This is an optimization exercise on Yosys and OpenROAD, whose aim is a short achievable clock period and few clock cycles, not a production implementation.
Function was checked by simulation only, so behaviour that the tests miss may differ from the original.

==> trial 16 <==
Design cpu, start of the top module:
module cpu(
    input clk,
    input rst,
    input [31:0] instr,
    input [4:0] raddr,
    output [31:0] dm_addr,    
    output [31:0] dm_wdata,   
    output dm_we,             
    input [31:0] dm_rdata,    
    output [31:0] pc,
    output [31:0] odata
    );
clock: 18.0 ns
lec_check: 0
cap_margin: 40
core_margin: 2
core_utilization: 30
setup_slack_margin: 0.5
slew_margin: 40
synth_hierarchical: 1
standard.sh (not shown) runs the stock make flow with config.mk's settings and CLKGATE_MAP_FILE= SYNTH_SCRIPT=/design/flow/synth_recipe.tcl, a recipe that flattens the netlist after the stock synthesis.
==> flow/flow/run.sh <==
#!/bin/bash
# The standard layout (standard.sh: the standard synthesis and the ORFS
# steps, unchanged), with two make variables added:
#  - the port buffers that ORFS puts on every input and output are plain
#    buffers instead of the delay cells it picks by default.
set -euo pipefail
bash standard.sh "BUFFER_PORTS_ARGS=-buffer_cell sky130_fd_sc_hd__buf_4" \
    SETUP_SLACK_MARGIN=10 finish > standard.log 2>&1
==> build 84 (differences from trial 16) <==
--- a/flow/design.v
+++ b/flow/design.v
@@ -882,10 +882,18 @@
     output        taken
     );
     wire eqv = (a == b);
     assign taken = bj & (unc | (beq & eqv) | (bne & ~eqv));
 endmodule
+module ltcmp(
+    input  [31:0] a,
+    input  [31:0] b,
+    input         sgn,
+    output        lt
+    );
+    assign lt = sgn ? ($signed(a) < $signed(b)) : (a < b);
+endmodule
 `timescale 1ns / 1ps
 module xalu(
     input  [31:0] a,
     input  [31:0] b,
     input  [4:0]  samt,
@@ -1080,10 +1088,11 @@
     reg [31:0] ex_mua, ex_mub;
     reg [31:0] ex_bra, ex_brb, ex_tgt, ex_tgt4;
     reg [31:0] ex_yad;                
     reg        ex_bj, ex_ds, ex_beq, ex_bne, ex_unc, ex_jr;
     reg        ex_late, ex_bcha, ex_bchb, ex_msl1;
+    reg        ex_fuse;
     reg        lt_q;                  
     reg [31:0] lt_tgt, lt_tgt4;
     wire [31:0] prod;
     mul32 mul_i(.a(ex_mua), .b(ex_mub), .p(prod));
     wire [31:0] alu0, alu1, res0, res1;
@@ -1093,11 +1102,11 @@
         .o_xor(ex_op0[4]), .o_nor(ex_op0[5]), .o_slt(ex_op0[6]), .o_sltu(ex_op0[7]),
         .o_sll(ex_op0[8]), .o_srl(ex_op0[9]), .o_sra(ex_op0[10]), .o_passb(ex_op0[11]),
         .y(alu0));
     wire [31:0] ld0data, ld1data;
     assign res0 = ex_ld0 ? ld0data : ex_mul0 ? prod : alu0;
-    wire [31:0] ch0 = ex_ld0 ? pdata : alu0;
+    wire [31:0] ch0 = ex_ld0 ? dm_rdata : alu0;
     wire [31:0] a1e = ex_cha ? ch0 : ex_a1;
     wire [31:0] b1e = ex_chb ? ch0 : ex_b1;
     wire [4:0]  s1e = ex_chs ? ch0[4:0] : ex_s1;
     xalu alu1_i(
         .a(a1e), .b(b1e), .samt(s1e),
@@ -1162,20 +1171,23 @@
         end
     end
     wire wen0e = ex_wen0 & ~(stall & ~ex_csl);
     wire wen1e = ex_wen1 & ~lt_q & ~(stall & ex_csl);
     wire taken_n;
-    brcond brc_i(.a(ex_bra), .b(ex_brb), .bj(ex_bj & ~ex_late), .unc(ex_unc), .beq(ex_beq),
+    brcond brc_i(.a(ex_bra), .b(ex_brb), .bj(ex_bj & ~ex_late & ~ex_fuse), .unc(ex_unc), .beq(ex_beq),
                  .bne(ex_bne), .taken(taken_n));
     wire [31:0] bra_l = ex_bcha ? ch0 : ex_bra;
     wire [31:0] brb_l = ex_bchb ? ch0 : ex_brb;
     wire taken_l;
     brcond brl_i(.a(bra_l), .b(brb_l), .bj(1'b1), .unc(1'b0), .beq(ex_beq),
                  .bne(ex_bne), .taken(taken_l));
     wire late_ok = ex_late & ~lt_q;
     wire mispred = late_ok & ~taken_l;
-    wire taken = lt_q | taken_n | late_ok;
+    wire ltf;
+    ltcmp ltf_i(.a(ex_a0), .b(ex_b0), .sgn(ex_op0[6]), .lt(ltf));
+    wire taken_f = ex_fuse & ~lt_q & (ex_beq ? ~ltf : ltf);
+    wire taken = lt_q | taken_n | late_ok | taken_f;
     wire [31:0] b_tgt  = lt_q ? lt_tgt : ex_tgt;
     wire [31:0] b_tgt4 = lt_q ? lt_tgt4 : ex_tgt4;
     wire        b_ds   = lt_q | ex_ds;
     wire        b_jr   = ~lt_q & ex_jr;
     wire [1023:0] rfb;
@@ -1264,11 +1276,11 @@
     wire hX, hYr;
     wire [31:0] eX, eY;
     icrd icx_i(.e(ic_e), .v(ic_v), .a(nseq4), .hit(hX), .w(eX));
     icrd icy_i(.e(ic_e), .v(ic_v), .a(yaddr), .hit(hYr), .w(eY));
     wire hY = hYr & ~(ex_ds & ex_jr) & ~lt_q;
-    wire sel_t0 = taken & b_ds;      
+    wire sel_t0 = lt_q | (taken_n & ex_ds);   
     wire [31:0] fa0 = sel_t0 ? b_tgt : nseq;
     wire [31:0] fa1 = taken ? (b_ds ? tD : b_tgt) : nseq4;
     wire hit1 = taken ? hY : hX;
     wire [31:0] cd1 = taken ? eY[31:0] : eX[31:0];
     assign pc = fa0;
@@ -1297,14 +1309,16 @@
         .o_sra(op1[10]), .o_passb(op1[11]));
     wire dep_s = wen0 & rdrs1 & (rs1 == wd0);
     wire dep_t = wen0 & rdrt1 & (rt1 == wd0);
     wire pm_ok = (ld1 & (st0 | (ld0 & (wd0 != wd1)))) | (st0 & st1 & ~sb_next);
     wire pair_ok = ~((ld0 | st0) & (ld1 | st1) & ~pm_ok) & ~(mul0 & mul1) &
-                   (~(dep_s | dep_t) | ((alu0c | ld0 | jal0) & alu1c) |
+                   (~(dep_s | dep_t) | ((alu0c | (ld0 & ~sb_next) | jal0) & alu1c) |
                     ((ld1 | st1) & (~dep_s | op0[0]) & ~dep_t) |
-                    ((alu0c | ld0) & (beq1 | bne1)));
+                    ((alu0c | (ld0 & ~sb_next)) & (beq1 | bne1)));
     wire late1 = (beq1 | bne1) & (dep_s | dep_t);
+    wire fuse1 = (op0[6] | op0[7]) & (beq1 | bne1) &
+                 (((rs1 == wd0) & (rt1 == 5'd0)) | ((rt1 == wd0) & (rs1 == 5'd0)));
     wire issue1 = avail1 & pair_ok;
     wire [31:0] rs0_rf, rt0_rf, rs1_rf, rt1_rf;
     mux32x32 rd0_i(.d(rfb), .s(rs0), .y(rs0_rf));
     mux32x32 rd1_i(.d(rfb), .s(rt0), .y(rt0_rf));
     mux32x32 rd2_i(.d(rfb), .s(rs1), .y(rs1_rf));
@@ -1374,11 +1388,11 @@
             ex_pv <= 1'b0; ex_cv <= 1'b0; ex_csl <= 1'b0; ex_cx <= 32'd0; ex_coff <= 32'd0;
             ex_csd <= 32'd0; ex_s2 <= 1'b0;
             ex_mua <= 32'd0; ex_mub <= 32'd0;
             ex_bra <= 32'd0; ex_brb <= 32'd0; ex_tgt <= 32'd0; ex_tgt4 <= 32'd0; ex_jr <= 1'b0; ex_yad <= 32'd0;
             ex_bj <= 1'b0; ex_ds <= 1'b0; ex_beq <= 1'b0; ex_bne <= 1'b0; ex_unc <= 1'b0;
-            ex_late <= 1'b0; ex_bcha <= 1'b0; ex_bchb <= 1'b0; ex_msl1 <= 1'b0;
+            ex_late <= 1'b0; ex_fuse <= 1'b0; ex_bcha <= 1'b0; ex_bchb <= 1'b0; ex_msl1 <= 1'b0;
             lt_q <= 1'b0; lt_tgt <= 32'd0; lt_tgt4 <= 32'd0;
         end else if (stall) begin
             ex_mx   <= ex_cx;
             ex_my   <= 32'd0;
             ex_moff <= ex_coff;
@@ -1437,11 +1451,12 @@
             ex_bne  <= ctrl0 ? bne0 : bne1;
             ex_unc  <= ctrl0 ? (jabs0 | jr0) : (jabs1 | jr1);
             ex_tgt  <= tgn;
             ex_tgt4 <= ctrl0 ? tp0 : tp1;
             ex_yad  <= (ctrl0 & issue1) ? tp0 : tgn;
-            ex_late <= ~ctrl0 & issue1 & late1;
+            ex_late <= ~ctrl0 & issue1 & late1 & ~fuse1;
+            ex_fuse <= ~ctrl0 & issue1 & late1 & fuse1;
             ex_bcha <= dep_s;
             ex_bchb <= dep_t;
             lt_q    <= mispred;
             lt_tgt  <= nseq4;
             lt_tgt4 <= nseq8;
==> run summary <==
| quantity | build 84 | trial 16 |
|---|---|---|
| Run status | complete, no violations | complete, no violations |
| Largest net degree at the start of global routing | 155 | 160 |
| Critical path data required time | 14.40 ns | 19.19 ns |
| Number of placed instances, taps included | 61300 | 60500 |
| Routed vias/inst | 6.24 | 6.06 |
| Total number of vias | 403000 | 389000 |
| End-of-flow core utilization | 0.354 | 0.364 |
| # nets final | 41900 | 41800 |
| Register cell area after layout | 254000 µm² | 254000 µm² |
| Clock tree cell share of total cell area | 0.0552 | 0.0548 |
| Slew margin rel. | 0.127 | 0.292 |
| Worst setup margin | 9.06 ns | 8.10 ns |
| Half-perimeter wire length after detailed placement | 1430 mm | 1450 mm |
| Multi-input combinational area share | 0.405 | 0.404 |
| Multi-input gates | 27800 | 26700 |
Testbench counts of trial 16, summed over its fixed seeds: cycles 90,456.
Testbench counts of build 84, summed over its fixed seeds: cycles 88,198.


==> trial 91: inputs <==
cpu, a different RTL version from the one above (not shown whole).
export LEC_CHECK = 0
export CAP_MARGIN = 55
export CORE_MARGIN = 2
export CORE_UTILIZATION = 30
export SETUP_SLACK_MARGIN = 0.5
export SLEW_MARGIN = 55
export SYNTH_HIERARCHICAL = 1
create_clock -name core_clock -period 18.0 [get_ports {clk}]
Scripts as last shown in full above: flow/flow/run.sh
==> build 30: changes against trial 91 <==
--- a/flow/design.v
+++ b/flow/design.v
@@ -1064,124 +1064,88 @@
     genvar g;
     reg [31:0] nseq, nseq4;           
     reg [31:0] ex_a0, ex_b0, ex_a1, ex_b1;
     reg [4:0]  ex_s0, ex_s1, ex_wd0, ex_wd1;
     reg        ex_wen0, ex_wen1;
     reg [11:0] ex_op0, ex_op1;        
     reg        ex_ld0, ex_ld1, ex_mul0, ex_mul1;
     reg        ex_cha, ex_chb, ex_chs;  
-    reg [31:0] ex_mx, ex_my, ex_moff, ex_msd;
-    reg        ex_mwe, ex_pv;
-    reg [31:0] ex_cx, ex_coff;       
-    reg        ex_cv, ex_csl;         
+    reg [31:0] ex_mx, ex_my, ex_moff, ex_msd;    
+    reg        ex_mwe;
     reg [31:0] ex_mua, ex_mub;
     reg [31:0] ex_bra, ex_brb, ex_tgt, ex_tgt4;
-    reg [31:0] ex_yad;                
     reg        ex_bj, ex_ds, ex_beq, ex_bne, ex_unc, ex_jr;
-    reg        ex_late, ex_bcha, ex_bchb, ex_msl1;
+    reg        ex_late, ex_ptk, ex_bcha, ex_bchb, ex_msl1;
     reg        lt_q;                  
     reg [31:0] lt_tgt, lt_tgt4;
     wire [31:0] prod;
     mul32 mul_i(.a(ex_mua), .b(ex_mub), .p(prod));
     wire [31:0] alu0, alu1, res0, res1;
     xalu alu0_i(
         .a(ex_a0), .b(ex_b0), .samt(ex_s0),
         .o_add(ex_op0[0]), .o_sub(ex_op0[1]), .o_and(ex_op0[2]), .o_or(ex_op0[3]),
         .o_xor(ex_op0[4]), .o_nor(ex_op0[5]), .o_slt(ex_op0[6]), .o_sltu(ex_op0[7]),
         .o_sll(ex_op0[8]), .o_srl(ex_op0[9]), .o_sra(ex_op0[10]), .o_passb(ex_op0[11]),
         .y(alu0));
-    wire [31:0] ld0data, ld1data;
-    assign res0 = ex_ld0 ? ld0data : ex_mul0 ? prod : alu0;
+    assign res0 = ex_ld0 ? dm_rdata : ex_mul0 ? prod : alu0;
     wire [31:0] ch0 = ex_ld0 ? dm_rdata : alu0;
     wire [31:0] a1e = ex_cha ? ch0 : ex_a1;
     wire [31:0] b1e = ex_chb ? ch0 : ex_b1;
     wire [4:0]  s1e = ex_chs ? ch0[4:0] : ex_s1;
     xalu alu1_i(
         .a(a1e), .b(b1e), .samt(s1e),
         .o_add(ex_op1[0]), .o_sub(ex_op1[1]), .o_and(ex_op1[2]), .o_or(ex_op1[3]),
         .o_xor(ex_op1[4]), .o_nor(ex_op1[5]), .o_slt(ex_op1[6]), .o_sltu(ex_op1[7]),
         .o_sll(ex_op1[8]), .o_srl(ex_op1[9]), .o_sra(ex_op1[10]), .o_passb(ex_op1[11]),
         .y(alu1));
-    assign res1 = ex_ld1 ? ld1data : ex_mul1 ? prod : alu1;
-    wire [31:0] paddr, caddr;
-    add3 agen_i(.a(ex_mx), .b(ex_my), .c(ex_moff), .y(paddr));
-    add2 cgen_i(.a(ex_cx), .b(ex_coff), .y(caddr));
-    wire cport = ex_cv & lt_q & ~ex_csl;
-    assign dm_addr  = cport ? caddr : paddr;
+    assign res1 = ex_ld1 ? dm_rdata : ex_mul1 ? prod : alu1;
+    add3 agen_i(.a(ex_mx), .b(ex_my), .c(ex_moff), .y(dm_addr));
     assign dm_wdata = ex_msd;
     assign dm_we    = ex_mwe & ~(lt_q & ex_msl1);
-    wire [16*58-1:0] dc_e;            
-    reg  [15:0]      dc_v;
-    wire dport = cport | (ex_pv & ~(lt_q & ex_msl1));
-    wire [31:0] dc_wd = dm_we ? dm_wdata : dm_rdata;
-    generate
-        for (g = 0; g < 16; g = g + 1) begin : DC
-            reg [57:0] q;
-            always @(posedge clk) begin
-                if (dport && dm_addr[5:2] == g)
-                    q <= {dm_addr[31:6], dc_wd};
-            end
-            assign dc_e[58*g +: 58] = q;
-        end
-    endgenerate
-    always @(posedge clk or posedge rst) begin
-        if (rst)
-            dc_v <= 16'd0;
-        else if (dport)
-            dc_v[dm_addr[5:2]] <= 1'b1;
-    end
-    wire [57:0] dce = dc_e[caddr[5:2]*58 +: 58];
-    wire dhit = dc_v[caddr[5:2]] & (dce[57:32] == caddr[31:6]);
-    wire fwdst = ex_csl & (caddr == paddr);
-    wire [31:0] cdata = fwdst ? ex_msd : dce[31:0];
-    wire stall = ex_cv & ~lt_q & ~(fwdst | dhit);
-    assign ld0data = (ex_cv & ~ex_csl & ~cport) ? cdata : dm_rdata;
-    assign ld1data = (ex_cv & ex_csl) ? cdata : dm_rdata;
-    wire wen0e = ex_wen0 & ~(stall & ~ex_csl);
-    wire wen1e = ex_wen1 & ~lt_q & ~(stall & ex_csl);
+    wire wen1e = ex_wen1 & ~lt_q;
     wire taken_n;
     brcond brc_i(.a(ex_bra), .b(ex_brb), .bj(ex_bj & ~ex_late), .unc(ex_unc), .beq(ex_beq),
                  .bne(ex_bne), .taken(taken_n));
     wire [31:0] bra_l = ex_bcha ? ch0 : ex_bra;
     wire [31:0] brb_l = ex_bchb ? ch0 : ex_brb;
     wire taken_l;
     brcond brl_i(.a(bra_l), .b(brb_l), .bj(1'b1), .unc(1'b0), .beq(ex_beq),
                  .bne(ex_bne), .taken(taken_l));
     wire late_ok = ex_late & ~lt_q;
-    wire mispred = late_ok & ~taken_l;
-    wire taken = lt_q | taken_n | late_ok;
+    wire mispred = late_ok & (taken_l ^ ex_ptk);
+    wire taken = lt_q | taken_n | (late_ok & ex_ptk);
     wire [31:0] b_tgt  = lt_q ? lt_tgt : ex_tgt;
     wire [31:0] b_tgt4 = lt_q ? lt_tgt4 : ex_tgt4;
     wire        b_ds   = lt_q | ex_ds;
     wire        b_jr   = ~lt_q & ex_jr;
     wire [1023:0] rfb;
     assign rfb[31:0] = 32'd0;
     generate
         for (g = 1; g < 32; g = g + 1) begin : RF
             reg [31:0] q;
             always @(posedge clk or posedge rst) begin
                 if (rst)
                     q <= 32'd0;
                 else if (wen1e && ex_wd1 == g)
                     q <= res1;
-                else if (wen0e && ex_wd0 == g)
+                else if (ex_wen0 && ex_wd0 == g)
                     q <= res0;
             end
             assign rfb[32*g +: 32] = q;
         end
     endgenerate
     reg        dw_en0, dw_en1;
     reg [4:0]  dw_a0, dw_a1;
     reg [31:0] dw_d0, dw_d1;
     always @(posedge clk or posedge rst) begin
         if (rst) begin
             dw_en0 <= 1'b0; dw_en1 <= 1'b0;
         end else begin
-            dw_en0 <= wen0e; dw_en1 <= wen1e;
+            dw_en0 <= ex_wen0; dw_en1 <= wen1e;
         end
     end
     always @(posedge clk) begin
         dw_a0 <= ex_wd0; dw_a1 <= ex_wd1;
         dw_d0 <= res0;   dw_d1 <= res1;
     end
     wire [1023:0] dbb;
     assign dbb[31:0] = 32'd0;
@@ -1230,22 +1194,22 @@
     always @(posedge clk or posedge rst) begin
         if (rst)
             ic_v <= 64'd0;
         else if (icw_en)
             ic_v[icw_idx] <= 1'b1;
     end
     wire [31:0] b_tgtp4 = b_tgt + 32'd4;
     wire [31:0] tD = b_jr ? b_tgtp4 : b_tgt4;    
-    wire [31:0] yaddr = ex_yad;
+    wire [31:0] yaddr = b_ds ? b_tgt4 : b_tgt;
     wire hX, hYr;
     wire [31:0] eX, eY;
     icrd icx_i(.e(ic_e), .v(ic_v), .a(nseq4), .hit(hX), .w(eX));
     icrd icy_i(.e(ic_e), .v(ic_v), .a(yaddr), .hit(hYr), .w(eY));
-    wire hY = hYr & ~(ex_ds & ex_jr) & ~lt_q;
+    wire hY = hYr & ~(b_ds & b_jr);
     wire sel_t0 = taken & b_ds;      
     wire [31:0] fa0 = sel_t0 ? b_tgt : nseq;
     wire [31:0] fa1 = taken ? (b_ds ? tD : b_tgt) : nseq4;
     wire hit1 = taken ? hY : hX;
     wire [31:0] cd1 = taken ? eY[31:0] : eX[31:0];
     assign pc = fa0;
     wire [31:0] inst0 = instr;
     wire [31:0] inst1 = cd1;
@@ -1267,32 +1231,31 @@
         .alu(alu1c), .ld(ld1), .st(st1), .mul(mul1), .beq(beq1), .bne(bne1), .jabs(jabs1),
         .jal(jal1), .jr(jr1), .ctrl(ctrl1), .use_simm(simm1), .use_zimm(zimm1), .lui(lui1),
         .shv(shv1),
         .o_add(op1[0]), .o_sub(op1[1]), .o_and(op1[2]), .o_or(op1[3]), .o_xor(op1[4]),
         .o_nor(op1[5]), .o_slt(op1[6]), .o_sltu(op1[7]), .o_sll(op1[8]), .o_srl(op1[9]),
         .o_sra(op1[10]), .o_passb(op1[11]));
     wire dep_s = wen0 & rdrs1 & (rs1 == wd0);
     wire dep_t = wen0 & rdrt1 & (rt1 == wd0);
-    wire pm_ok = ld1 & (st0 | (ld0 & (wd0 != wd1)));
-    wire pair_ok = ~((ld0 | st0) & (ld1 | st1) & ~pm_ok) & ~(mul0 & mul1) &
+    wire pair_ok = ~((ld0 | st0) & (ld1 | st1)) & ~(mul0 & mul1) &
                    (~(dep_s | dep_t) | ((alu0c | ld0 | jal0) & alu1c) |
                     ((ld1 | st1) & (~dep_s | op0[0]) & ~dep_t) |
                     ((alu0c | ld0) & (beq1 | bne1)));
     wire late1 = (beq1 | bne1) & (dep_s | dep_t);
     wire issue1 = avail1 & pair_ok;
     wire [31:0] rs0_rf, rt0_rf, rs1_rf, rt1_rf;
     mux32x32 rd0_i(.d(rfb), .s(rs0), .y(rs0_rf));
     mux32x32 rd1_i(.d(rfb), .s(rt0), .y(rt0_rf));
     mux32x32 rd2_i(.d(rfb), .s(rs1), .y(rs1_rf));
     mux32x32 rd3_i(.d(rfb), .s(rt1), .y(rt1_rf));
-    wire [31:0] vs0 = (wen1e && ex_wd1 == rs0) ? res1 : (wen0e && ex_wd0 == rs0) ? res0 : rs0_rf;
-    wire [31:0] vt0 = (wen1e && ex_wd1 == rt0) ? res1 : (wen0e && ex_wd0 == rt0) ? res0 : rt0_rf;
-    wire [31:0] vs1 = (wen1e && ex_wd1 == rs1) ? res1 : (wen0e && ex_wd0 == rs1) ? res0 : rs1_rf;
-    wire [31:0] vt1 = (wen1e && ex_wd1 == rt1) ? res1 : (wen0e && ex_wd0 == rt1) ? res0 : rt1_rf;
+    wire [31:0] vs0 = (wen1e && ex_wd1 == rs0) ? res1 : (ex_wen0 && ex_wd0 == rs0) ? res0 : rs0_rf;
+    wire [31:0] vt0 = (wen1e && ex_wd1 == rt0) ? res1 : (ex_wen0 && ex_wd0 == rt0) ? res0 : rt0_rf;
+    wire [31:0] vs1 = (wen1e && ex_wd1 == rs1) ? res1 : (ex_wen0 && ex_wd0 == rs1) ? res0 : rs1_rf;
+    wire [31:0] vt1 = (wen1e && ex_wd1 == rt1) ? res1 : (ex_wen0 && ex_wd0 == rt1) ? res0 : rt1_rf;
     wire [31:0] nseq8    = nseq4 + 32'd4;
     wire [31:0] nseq12   = nseq4 + 32'd8;
     wire [31:0] b_tgtp8 = b_tgt + 32'd8;
     wire [31:0] yp4      = yaddr + 32'd4;
     wire [31:0] yp8      = yaddr + 32'd8;
     wire [31:0] lk0   = sel_t0 ? b_tgtp4 : nseq4;
     wire [31:0] lk8_0 = sel_t0 ? b_tgtp8 : nseq8;
     wire [31:0] lk1   = taken ? yp4 : nseq8;
@@ -1322,54 +1285,36 @@
     wire [31:0] ja4Y = {jaY[31:2] + 30'd1, 2'b00};
     wire [31:0] ja1  = taken ? jaY : jaX;
     wire [31:0] bt1  = taken ? btY : btX;
     wire [31:0] ja41 = taken ? ja4Y : ja4X;
     wire [31:0] bt41 = taken ? bt4Y : bt4X;
     wire [31:0] tg1 = jr1 ? vs1 : jabs1 ? ja1 : bt1;
     wire [31:0] tp1 = jabs1 ? ja41 : bt41;
     wire m0 = ld0 | st0;
-    wire pm  = issue1 & m0 & (ld1 | st1);     
-    wire pm0 = pm & ld0;                      
-    wire pm1 = pm & st0;                      
     wire [31:0] a0 = lui0 ? 32'd0 : vs0;
     wire br1 = issue1 & ctrl1;
     wire [31:0] tgn = ctrl0 ? tg0 : tg1;
-    wire [31:0] fa1p4 = ((taken & b_ds & b_jr) | lt_q) ? b_tgtp8 : lk1;
+    wire [31:0] fa1p4 = (taken & b_ds & b_jr) ? b_tgtp8 : lk1;
     wire [31:0] fa1p8 = lk8_1;
     always @(posedge clk or posedge rst) begin
         if (rst) begin
             nseq <= 32'h00400000; nseq4 <= 32'h00400004;
             ex_a0 <= 32'd0; ex_b0 <= 32'd0; ex_a1 <= 32'd0; ex_b1 <= 32'd0;
             ex_s0 <= 5'd0; ex_s1 <= 5'd0; ex_wd0 <= 5'd0; ex_wd1 <= 5'd0;
             ex_wen0 <= 1'b0; ex_wen1 <= 1'b0;
             ex_op0 <= 12'd0; ex_op1 <= 12'd0;
             ex_ld0 <= 1'b0; ex_ld1 <= 1'b0; ex_mul0 <= 1'b0; ex_mul1 <= 1'b0;
             ex_cha <= 1'b0; ex_chb <= 1'b0; ex_chs <= 1'b0;
             ex_mx <= 32'd0; ex_my <= 32'd0; ex_moff <= 32'd0; ex_msd <= 32'd0; ex_mwe <= 1'b0;
-            ex_pv <= 1'b0; ex_cv <= 1'b0; ex_csl <= 1'b0; ex_cx <= 32'd0; ex_coff <= 32'd0;
             ex_mua <= 32'd0; ex_mub <= 32'd0;
-            ex_bra <= 32'd0; ex_brb <= 32'd0; ex_tgt <= 32'd0; ex_tgt4 <= 32'd0; ex_jr <= 1'b0; ex_yad <= 32'd0;
+            ex_bra <= 32'd0; ex_brb <= 32'd0; ex_tgt <= 32'd0; ex_tgt4 <= 32'd0; ex_jr <= 1'b0;
             ex_bj <= 1'b0; ex_ds <= 1'b0; ex_beq <= 1'b0; ex_bne <= 1'b0; ex_unc <= 1'b0;
-            ex_late <= 1'b0; ex_bcha <= 1'b0; ex_bchb <= 1'b0; ex_msl1 <= 1'b0;
+            ex_late <= 1'b0; ex_ptk <= 1'b0; ex_bcha <= 1'b0; ex_bchb <= 1'b0; ex_msl1 <= 1'b0;
             lt_q <= 1'b0; lt_tgt <= 32'd0; lt_tgt4 <= 32'd0;
-        end else if (stall) begin
-            ex_mx   <= ex_cx;
-            ex_my   <= 32'd0;
-            ex_moff <= ex_coff;
-            ex_mwe  <= 1'b0;
-            ex_msl1 <= ex_csl;
-            ex_pv   <= 1'b1;
-            ex_cv   <= 1'b0;
-            if (ex_csl) begin
-                ex_wen0 <= 1'b0; ex_ld0 <= 1'b0; ex_op0 <= 12'd0; ex_mul0 <= 1'b0;
-            end else begin
-                ex_wen1 <= 1'b0; ex_ld1 <= 1'b0; ex_op1 <= 12'd0; ex_mul1 <= 1'b0;
-            end
-            lt_q <= 1'b0;
         end else begin
             nseq  <= issue1 ? fa1p4 : fa1;
             nseq4 <= issue1 ? fa1p8 : fa1p4;
             ex_a0   <= a0;
             ex_b0   <= b0;
             ex_s0   <= shv0 ? vs0[4:0] : inst0[10:6];
             ex_wd0  <= wd0;
             ex_wen0 <= wen0;
@@ -1382,41 +1327,36 @@
             ex_wd1  <= wd1;
             ex_wen1 <= issue1 & wen1;
             ex_op1  <= issue1 ? op1 : 12'd0;
             ex_ld1  <= issue1 & ld1;
             ex_mul1 <= issue1 & mul1;
             ex_cha  <= dep_s;
             ex_chb  <= dep_t;
             ex_chs  <= dep_s & shv1;
-            ex_mx    <= (m0 & ~pm0) ? vs0 : (~m0 & dep_s) ? a0 : vs1;
+            ex_mx    <= m0 ? vs0 : dep_s ? a0 : vs1;
             ex_my    <= (~m0 & dep_s) ? b0 : 32'd0;
-            ex_moff  <= (m0 & ~pm0) ? si0 : si1;
+            ex_moff  <= m0 ? si0 : si1;
             ex_msd   <= m0 ? vt0 : vt1;
             ex_mwe   <= st0 | (issue1 & st1);
-            ex_msl1  <= (~m0 & issue1 & (ld1 | st1)) | pm0;
-            ex_pv    <= m0 | (issue1 & (ld1 | st1));
-            ex_cv    <= pm;
-            ex_csl   <= pm1;
-            ex_cx    <= pm1 ? vs1 : vs0;
-            ex_coff  <= pm1 ? si1 : si0;
+            ex_msl1  <= ~m0 & issue1 & (ld1 | st1);
             ex_mua <= mul0 ? vs0 : vs1;
             ex_mub <= mul0 ? vt0 : vt1;
             ex_bj   <= ctrl0 | br1;
             ex_ds   <= ctrl0 & issue1;
             ex_bra  <= ctrl0 ? vs0 : vs1;
             ex_brb  <= ctrl0 ? vt0 : vt1;
             ex_beq  <= ctrl0 ? beq0 : beq1;
             ex_bne  <= ctrl0 ? bne0 : bne1;
             ex_unc  <= ctrl0 ? (jabs0 | jr0) : (jabs1 | jr1);
             ex_tgt  <= tgn;
             ex_tgt4 <= ctrl0 ? tp0 : tp1;
-            ex_yad  <= (ctrl0 & issue1) ? tp0 : tgn;
             ex_late <= ~ctrl0 & issue1 & late1;
+            ex_ptk  <= inst1[15];
             ex_bcha <= dep_s;
             ex_bchb <= dep_t;
             lt_q    <= mispred;
-            lt_tgt  <= nseq4;
-            lt_tgt4 <= nseq8;
+            lt_tgt  <= ex_ptk ? nseq4 : ex_tgt;
+            lt_tgt4 <= ex_ptk ? nseq8 : ex_tgt4;
             ex_jr   <= ctrl0 ? jr0 : jr1;
         end
     end
 endmodule
==> flow/flow/run.sh (replaced) <==
#!/bin/bash
# The standard layout (standard.sh: the standard synthesis and the ORFS
# steps, unchanged), with two make variables added:
#  - the port buffers that ORFS puts on every input and output are plain
#    buffers instead of the delay cells it picks by default.
set -euo pipefail
bash standard.sh "BUFFER_PORTS_ARGS=-buffer_cell sky130_fd_sc_hd__buf_4" \
    SETUP_SLACK_MARGIN=9.5 finish > standard.log 2>&1
- CAP_MARGIN: 55 -> 40
- SLEW_MARGIN: 55 -> 40
==> notes <==
Trial 91 passed the timing, DRC and antenna checks. Build 30 passed the timing, DRC and antenna checks.
Non-clock buffer count: build 30 is lower than trial 91 (839).
In build 30 the design area is smaller than in trial 91, by about 16%.
Of trial 91 and build 30, trial 91 has the higher final cell count (gap about 11%, measured against build 30).
Between build 30 and trial 91, the lower fmax is in trial 91 (gap 0.54%, measured against trial 91).
Testbench counts of trial 91, summed over its fixed seeds: cycles 91,416.
Testbench counts of build 30, summed over its fixed seeds: cycles 93,274.

-- static timing again, ports no longer ideal --
The results above use ideal ports. As a check the final layouts listed here were re-extracted and re-timed, cells and wires unchanged. Step 1: set_driving_cell puts a clkbuf_16 on clk and a buf_2 on each other input, an assumption about the parent block. Step 2 moves the port delays by t, midway between the first and last clock arrival at a register: inputs arrive t later, outputs are due t later. That takes back most of the time a late clock gives input paths. Slacks: no drivers / after step 1 / after step 2; pairs: no drivers / after step 1.
run | t (ns) | setup WS [ns] | hold slack, ns
trial 16 | 1.509 | 8.102 / 8.102 / 8.102 | 0.463 / 0.463 / 0.463
build 84 | 1.487 | 9.061 / 8.733 / 7.936 | 0.460 / 0.460 / 0.460
trial 91 | 1.302 | 8.914 / 8.741 / 8.549 | 0.453 / 0.453 / 0.453
build 30 | 1.218 | 8.963 / 8.680 / 8.552 | 0.493 / 0.493 / 0.493
After both steps every run listed still meets setup and hold. For build 84, which loses most, drivers alone change the setup slack by -0.328 ns; drivers and shift together by -1.125 ns.
